Source: an optimization exercise on an open RTL-to-GDS flow (aim: small area, a short achievable clock period and few clock cycles per item). Production flows keep margins and buffers that such runs may drop.
Where RTL was checked, it was by simulation tests only, not by an equivalence proof against the original.
Power figures rest on the tool's default switching activity, not on a simulated workload.

==> yarrow: inputs <==
==> flow/design.v <==
`timescale 1ns / 1ps
module dma_controller(
    input wire clk,
    input wire reset,
    input wire trigger,
    input wire [4:0] length,
    input wire [31:0] source_address,
    input wire [31:0] destination_add,
    input wire ARREADY,
    input wire [31:0] RDATA,
    input wire RVALID,
    input wire AWREADY,
    input wire WREADY,
    input wire BVALID,
    output reg done,
    output wire [31:0] ARADDR,
    output wire ARVALID,
    output wire RREADY,
    output wire [31:0] AWADDR,
    output wire AWVALID,
    output wire [31:0] WDATA,
    output wire WVALID,
    output wire BREADY
);
    wire [2:0] words = length[4:2];
    addr_stream ar (.clk(clk), .reset(reset), .trigger(trigger), .words(words),
                    .base(source_address), .ready(ARREADY),
                    .valid(ARVALID), .addr(ARADDR));
    addr_stream aw (.clk(clk), .reset(reset), .trigger(trigger), .words(words),
                    .base(destination_add), .ready(AWREADY),
                    .valid(AWVALID), .addr(AWADDR));
    reg busy;
    assign WDATA = RDATA;
    assign WVALID = RVALID & busy;
    assign RREADY = WREADY & busy;
    reg [2:0] b_idx;
    assign BREADY = 1'b1;
    wire b_last = (b_idx + 3'd1) == words;
    always @(posedge clk or posedge reset) begin
        if (reset) begin
            b_idx <= 3'd0;
            busy <= 1'b0;
            done <= 1'b0;
        end else if (trigger) begin
            b_idx <= 3'd0;
            busy <= 1'b1;
            done <= 1'b0;
        end else if (busy && BVALID) begin
            b_idx <= b_idx + 3'd1;
            busy <= !b_last;
            done <= b_last;
        end
    end
endmodule
module addr_stream(
    input wire clk,
    input wire reset,
    input wire trigger,
    input wire [2:0] words,
    input wire [31:0] base,
    input wire ready,
    output wire valid,
    output wire [31:0] addr
);
    localparam G = 4;                       
    localparam NG = (27 + G - 1) / G;       
    reg busy;
    reg [2:0] idx;
    reg [2:0] flip_lo;
    reg [NG-1:0] carry;
    assign valid = trigger | busy;
    wire hs = valid & ready;
    wire last = (idx + 3'd1) == words;
    wire [2:0] idx_next = hs ? (last ? 3'd0 : idx + 3'd1) : idx;
    always @(posedge clk or posedge reset) begin
        if (reset) begin
            idx <= 3'd0;
            busy <= 1'b0;
        end else begin
            idx <= idx_next;
            if (hs)
                busy <= !last;
            else if (trigger)
                busy <= 1'b1;
        end
    end
    wire [3:0] lo_next = {1'b0, base[4:2]} + {1'b0, idx_next};
    wire [26:0] up = base[31:5];
    always @(posedge clk) begin
        flip_lo <= lo_next[2:0] ^ base[4:2];
    end
    genvar g, k;
    generate
        for (g = 0; g < NG; g = g + 1) begin : grp
            wire below;
            if (g == 0) begin : first
                assign below = 1'b1;
            end else begin : rest
                assign below = &up[g*G-1:0];
            end
            always @(posedge clk)
                carry[g] <= lo_next[3] & below;
        end
    endgenerate
    assign addr[1:0] = 2'b00;
    assign addr[4:2] = base[4:2] ^ flip_lo;
    generate
        for (k = 0; k < 27; k = k + 1) begin : bit_up
            localparam integer GB = (k / G) * G;    
            wire inner;
            if (k == GB) begin : first
                assign inner = 1'b1;
            end else begin : rest
                assign inner = &up[k-1:GB];
            end
            assign addr[5 + k] = up[k] ^ (carry[k / G] & inner);
        end
    endgenerate
endmodule
==> flow/flow/run.sh <==
#!/bin/bash
# Standard layout, but with the smallest buffer on the ports (the flow upsizes
# them where timing needs it).
set -euo pipefail
export BUFFER_PORTS_ARGS="-buffer_cell sky130_fd_sc_hd__buf_1"
bash standard.sh > standard.log 2>&1
==> flow/standard.sh <==
#!/bin/bash
# synth_recipe.tcl (not shown) runs the flow's synth.tcl, then flattens the netlist and writes it again
# the make line also repeats each setting of config.mk as NAME=value (left out here)
make -C /OpenROAD-flow-scripts/flow DESIGN_CONFIG=/design/flow/config.mk WORK_HOME=/design/flow/orfs CLKGATE_MAP_FILE= SYNTH_SCRIPT=/design/flow/synth_recipe.tcl "${@:-finish}"
==> flow/config.mk <==
export PLATFORM = sky130hd
export DESIGN_NAME = dma_controller
export DESIGN_NICKNAME = dma_controller
export VERILOG_FILES = /design/flow/design.v
export SDC_FILE = /design/flow/constraint.sdc
export NUM_CORES = 4
export LEC_CHECK = 0
export CAP_MARGIN = 20
export CORE_MARGIN = 2
export CORE_UTILIZATION = 40
export SETUP_SLACK_MARGIN = 0.5
export SLEW_MARGIN = 20
==> flow/constraint.sdc <==
create_clock -name core_clock -period 4.0 [get_ports {clk}]
set_input_delay 0.8000 -clock core_clock [delete_from_list [all_inputs] [get_ports {clk}]]
set_output_delay 0.8000 -clock core_clock [all_outputs]
set_load 0.01 [all_outputs]
==> cedar: changes against yarrow <==
==> flow/design.v (replaced) <==
`timescale 1ns / 1ps
module dma_controller(
    input wire clk,
    input wire reset,
    input wire trigger,
    input wire [4:0] length,
    input wire [31:0] source_address,
    input wire [31:0] destination_add,
    input wire ARREADY,
    input wire [31:0] RDATA,
    input wire RVALID,
    input wire AWREADY,
    input wire WREADY,
    input wire BVALID,
    output reg done,
    output wire [31:0] ARADDR,
    output wire ARVALID,
    output wire RREADY,
    output wire [31:0] AWADDR,
    output wire AWVALID,
    output wire [31:0] WDATA,
    output wire WVALID,
    output wire BREADY
);
    wire [2:0] words = length[4:2];
    reg [2:0] ar_idx, aw_idx, b_idx;
    reg ar_busy, aw_busy, busy;
    assign ARVALID = trigger | ar_busy;
    word_addr ar_gen (.base(source_address), .idx(ar_idx), .addr(ARADDR));
    wire ar_hs = ARVALID & ARREADY;
    wire ar_last = (ar_idx + 3'd1) == words;
    always @(posedge clk or posedge reset) begin
        if (reset) begin
            ar_idx <= 3'd0;
            ar_busy <= 1'b0;
        end else if (ar_hs) begin
            ar_idx <= ar_last ? 3'd0 : ar_idx + 3'd1;
            ar_busy <= !ar_last;
        end else if (trigger) begin
            ar_busy <= 1'b1;
        end
    end
    assign AWVALID = trigger | aw_busy;
    word_addr aw_gen (.base(destination_add), .idx(aw_idx), .addr(AWADDR));
    wire aw_hs = AWVALID & AWREADY;
    wire aw_last = (aw_idx + 3'd1) == words;
    always @(posedge clk or posedge reset) begin
        if (reset) begin
            aw_idx <= 3'd0;
            aw_busy <= 1'b0;
        end else if (aw_hs) begin
            aw_idx <= aw_last ? 3'd0 : aw_idx + 3'd1;
            aw_busy <= !aw_last;
        end else if (trigger) begin
            aw_busy <= 1'b1;
        end
    end
    assign WDATA = RDATA;
    assign WVALID = RVALID & busy;
    assign RREADY = WREADY & busy;
    assign BREADY = 1'b1;
    wire b_last = (b_idx + 3'd1) == words;
    always @(posedge clk or posedge reset) begin
        if (reset) begin
            b_idx <= 3'd0;
            busy <= 1'b0;
            done <= 1'b0;
        end else if (trigger) begin
            b_idx <= 3'd0;
            busy <= 1'b1;
            done <= 1'b0;
        end else if (busy && BVALID) begin
            b_idx <= b_idx + 3'd1;
            busy <= !b_last;
            done <= b_last;
        end
    end
endmodule
module word_addr(
    input wire [31:0] base,
    input wire [2:0] idx,
    output wire [31:0] addr
);
    assign addr = {base[31:2] + {27'd0, idx}, 2'b00};
endmodule
- SETUP_SLACK_MARGIN: 0.5 -> not set
==> pepper: changes against yarrow <==
--- a/flow/design.v
+++ b/flow/design.v
@@ -30,24 +30,20 @@
                     .base(destination_add), .ready(AWREADY),
                     .valid(AWVALID), .addr(AWADDR));
-    reg busy;
+    reg [2:0] b_left;
+    wire busy = |b_left;
     assign WDATA = RDATA;
     assign WVALID = RVALID & busy;
     assign RREADY = WREADY & busy;
-    reg [2:0] b_idx;
-    assign BREADY = 1'b1;
-    wire b_last = (b_idx + 3'd1) == words;
+    assign BREADY = BVALID;
     always @(posedge clk or posedge reset) begin
         if (reset) begin
-            b_idx <= 3'd0;
-            busy <= 1'b0;
+            b_left <= 3'd0;
             done <= 1'b0;
         end else if (trigger) begin
-            b_idx <= 3'd0;
-            busy <= 1'b1;
+            b_left <= words;
             done <= 1'b0;
         end else if (busy && BVALID) begin
-            b_idx <= b_idx + 3'd1;
-            busy <= !b_last;
-            done <= b_last;
+            b_left <= b_left - 3'd1;
+            done <= b_left == 3'd1;
         end
     end
@@ -66,42 +62,57 @@
     localparam NG = (27 + G - 1) / G;       
     reg busy;
-    reg [2:0] idx;
     reg [2:0] flip_lo;
     reg [NG-1:0] carry;
     assign valid = trigger | busy;
     wire hs = valid & ready;
-    wire last = (idx + 3'd1) == words;
-    wire [2:0] idx_next = hs ? (last ? 3'd0 : idx + 3'd1) : idx;
+    wire [2:0] flip_inc = flip_lo ^ {addr[3] & addr[2], addr[2], 1'b1};
+    wire [2:0] lo = base[4:2];
+    wire c1 = lo[0] & words[0];
+    wire c2 = (lo[1] & words[1]) | ((lo[1] | words[1]) & c1);
+    wire [2:0] flip_end = words ^ {c2, c1, 1'b0};
+    wire last = flip_inc == flip_end;
+    wire step = hs & !last;                 
     always @(posedge clk or posedge reset) begin
-        if (reset) begin
-            idx <= 3'd0;
+        if (reset)
             busy <= 1'b0;
-        end else begin
-            idx <= idx_next;
-            if (hs)
-                busy <= !last;
-            else if (trigger)
-                busy <= 1'b1;
-        end
+        else if (hs)
+            busy <= !last;
+        else if (trigger)
+            busy <= 1'b1;
     end
-    wire [3:0] lo_next = {1'b0, base[4:2]} + {1'b0, idx_next};
+    wire carry_inc = carry[0] | (&addr[4:2]);
     wire [26:0] up = base[31:5];
     always @(posedge clk) begin
-        flip_lo <= lo_next[2:0] ^ base[4:2];
+        if (step)
+            flip_lo <= flip_inc;
+        else if (!busy)
+            flip_lo <= 3'd0;
     end
+    reg carry0;
+    reg carry0_next;
+    always @(*) begin
+        if (step)
+            carry0_next = carry_inc;
+        else if (!busy)
+            carry0_next = 1'b0;
+        else
+            carry0_next = carry0;
+    end
+    always @(posedge clk)
+        carry0 <= carry0_next;
     genvar g, k;
     generate
         for (g = 0; g < NG; g = g + 1) begin : grp
-            wire below;
             if (g == 0) begin : first
-                assign below = 1'b1;
+                always @(*) carry[g] = carry0;
             end else begin : rest
-                assign below = &up[g*G-1:0];
+                reg into;
+                always @(posedge clk)
+                    into <= carry0_next & (&up[g*G-1:0]);
+                always @(*) carry[g] = into;
             end
-            always @(posedge clk)
-                carry[g] <= lo_next[3] & below;
         end
     endgenerate
-    assign addr[1:0] = 2'b00;
+    assign addr[1:0] = base[1:0];           
     assign addr[4:2] = base[4:2] ^ flip_lo;
     generate
- CAP_MARGIN: 20 -> 0
- SETUP_SLACK_MARGIN: 0.5 -> 1.7
- SLEW_MARGIN: 20 -> 0
==> raven: changes against yarrow <==
--- a/flow/design.v
+++ b/flow/design.v
@@ -30,24 +30,20 @@
                     .base(destination_add), .ready(AWREADY),
                     .valid(AWVALID), .addr(AWADDR));
-    reg busy;
+    reg [2:0] b_left;
+    wire busy = |b_left;
     assign WDATA = RDATA;
     assign WVALID = RVALID & busy;
     assign RREADY = WREADY & busy;
-    reg [2:0] b_idx;
-    assign BREADY = 1'b1;
-    wire b_last = (b_idx + 3'd1) == words;
+    assign BREADY = BVALID;
     always @(posedge clk or posedge reset) begin
         if (reset) begin
-            b_idx <= 3'd0;
-            busy <= 1'b0;
+            b_left <= 3'd0;
             done <= 1'b0;
         end else if (trigger) begin
-            b_idx <= 3'd0;
-            busy <= 1'b1;
+            b_left <= words;
             done <= 1'b0;
         end else if (busy && BVALID) begin
-            b_idx <= b_idx + 3'd1;
-            busy <= !b_last;
-            done <= b_last;
+            b_left <= b_left - 3'd1;
+            done <= b_left == 3'd1;
         end
     end
@@ -63,5 +59,5 @@
     output wire [31:0] addr
 );
-    localparam G = 4;                       
+    localparam G = 3;                       
     localparam NG = (27 + G - 1) / G;       
     reg busy;
@@ -71,6 +67,7 @@
     assign valid = trigger | busy;
     wire hs = valid & ready;
-    wire last = (idx + 3'd1) == words;
-    wire [2:0] idx_next = hs ? (last ? 3'd0 : idx + 3'd1) : idx;
+    wire [2:0] idx_inc = idx + 3'd1;
+    wire last = idx_inc == words;
+    wire step = hs & !last;                 
     always @(posedge clk or posedge reset) begin
         if (reset) begin
@@ -78,5 +75,6 @@
             busy <= 1'b0;
         end else begin
-            idx <= idx_next;
+            if (hs)
+                idx <= last ? 3'd0 : idx_inc;
             if (hs)
                 busy <= !last;
@@ -85,23 +83,34 @@
         end
     end
-    wire [3:0] lo_next = {1'b0, base[4:2]} + {1'b0, idx_next};
+    wire [2:0] flip_inc = flip_lo ^ {addr[3] & addr[2], addr[2], 1'b1};
+    wire carry_inc = carry[0] | (&addr[4:2]);
     wire [26:0] up = base[31:5];
     always @(posedge clk) begin
-        flip_lo <= lo_next[2:0] ^ base[4:2];
+        if (step)
+            flip_lo <= flip_inc;
+        else if (!busy)
+            flip_lo <= 3'd0;
+    end
+    reg carry0;
+    always @(posedge clk) begin
+        if (step)
+            carry0 <= carry_inc;
+        else if (!busy)
+            carry0 <= 1'b0;
     end
     genvar g, k;
     generate
         for (g = 0; g < NG; g = g + 1) begin : grp
-            wire below;
             if (g == 0) begin : first
-                assign below = 1'b1;
+                always @(*) carry[g] = carry0;
             end else begin : rest
-                assign below = &up[g*G-1:0];
+                reg below;
+                always @(posedge clk)
+                    below <= &up[g*G-1:0];
+                always @(*) carry[g] = carry0 & below;
             end
-            always @(posedge clk)
-                carry[g] <= lo_next[3] & below;
         end
     endgenerate
-    assign addr[1:0] = 2'b00;
+    assign addr[1:0] = base[1:0];           
     assign addr[4:2] = base[4:2] ^ flip_lo;
     generate
- CTS_BUF_LIST: not set -> sky130_fd_sc_hd__clkbuf_4
- SETUP_SLACK_MARGIN: 0.5 -> 1.5
==> notes.md <==
- Non-clock buffer count: yarrow is lower than pepper (3).
- The lowest first-iteration DRC count belongs to cedar, the highest to yarrow.
- Of cedar and raven, cedar has the higher register-to-register slack (gap 0.21 ns).
- Combinational power: cedar < raven < pepper < yarrow.
- The highest synthesized cell count belongs to raven, the lowest to yarrow.
- In pepper the routed wire length is higher than in cedar, by 2.0%.
- Clock power, lowest first: cedar, raven, pepper, yarrow.
- Sequential cell count: cedar < pepper < yarrow < raven.
- Sequential share of layout area: cedar is lower than pepper (8.6 points).
- Between cedar and pepper, the lower global-route usage is in pepper (gap 0.95 points).
- Between yarrow and raven, the lower count of clock-buffer cells in the layout is in raven (gap 2).
Testbench counts of cedar, summed over its fixed seeds: cycles 5,957, words 1,889.
Testbench counts of pepper, summed over its fixed seeds: cycles 5,957, words 1,889.
The RTL of yarrow and raven was laid out without a check of its function.

separate check: timing with driven ports:
The flow's constraints put no driver on any port. The routed layouts listed below were extracted and timed again, unchanged, in two steps. Step 1 assumes that a clkbuf_16 drives the clock port and a buf_2 every other input. Step 2 adds t to the input delays and takes it off the output delays; t is the mean of the earliest and latest rising clock arrival at the registers after step 1. Input paths then give back, and output paths get back, about the clock's delay inside the block. a / b / c = ideal ports / drivers / drivers and shift; a / b = the first two.
| run | shift t [ns] | setup slack, ns | worst setup path after step 2 | latest minus earliest clock arrival (ns) | worst register clock-pin slew, ns |
|---|---|---|---|---|---|
| yarrow | 0.309 | 1.139 / 1.139 / 0.877 | input to register | 0.006 / 0.007 | 0.07 / 0.07 |
| cedar | 0.265 | 0.419 / 0.395 / 0.395 | input to output | 0.001 / 0.001 | 0.06 / 0.06 |
| pepper | 0.300 | 1.762 / 1.724 / 1.492 | input to register | 0.004 / 0.004 | 0.10 / 0.10 |
| raven | 0.350 | 1.615 / 1.593 / 1.654 | input to output | 0.023 / 0.024 | 0.12 / 0.12 |
After both steps setup and hold are still met in every run listed. The setup slack of pepper, which loses most, moves by -0.038 ns with the drivers and by -0.270 ns with both steps.
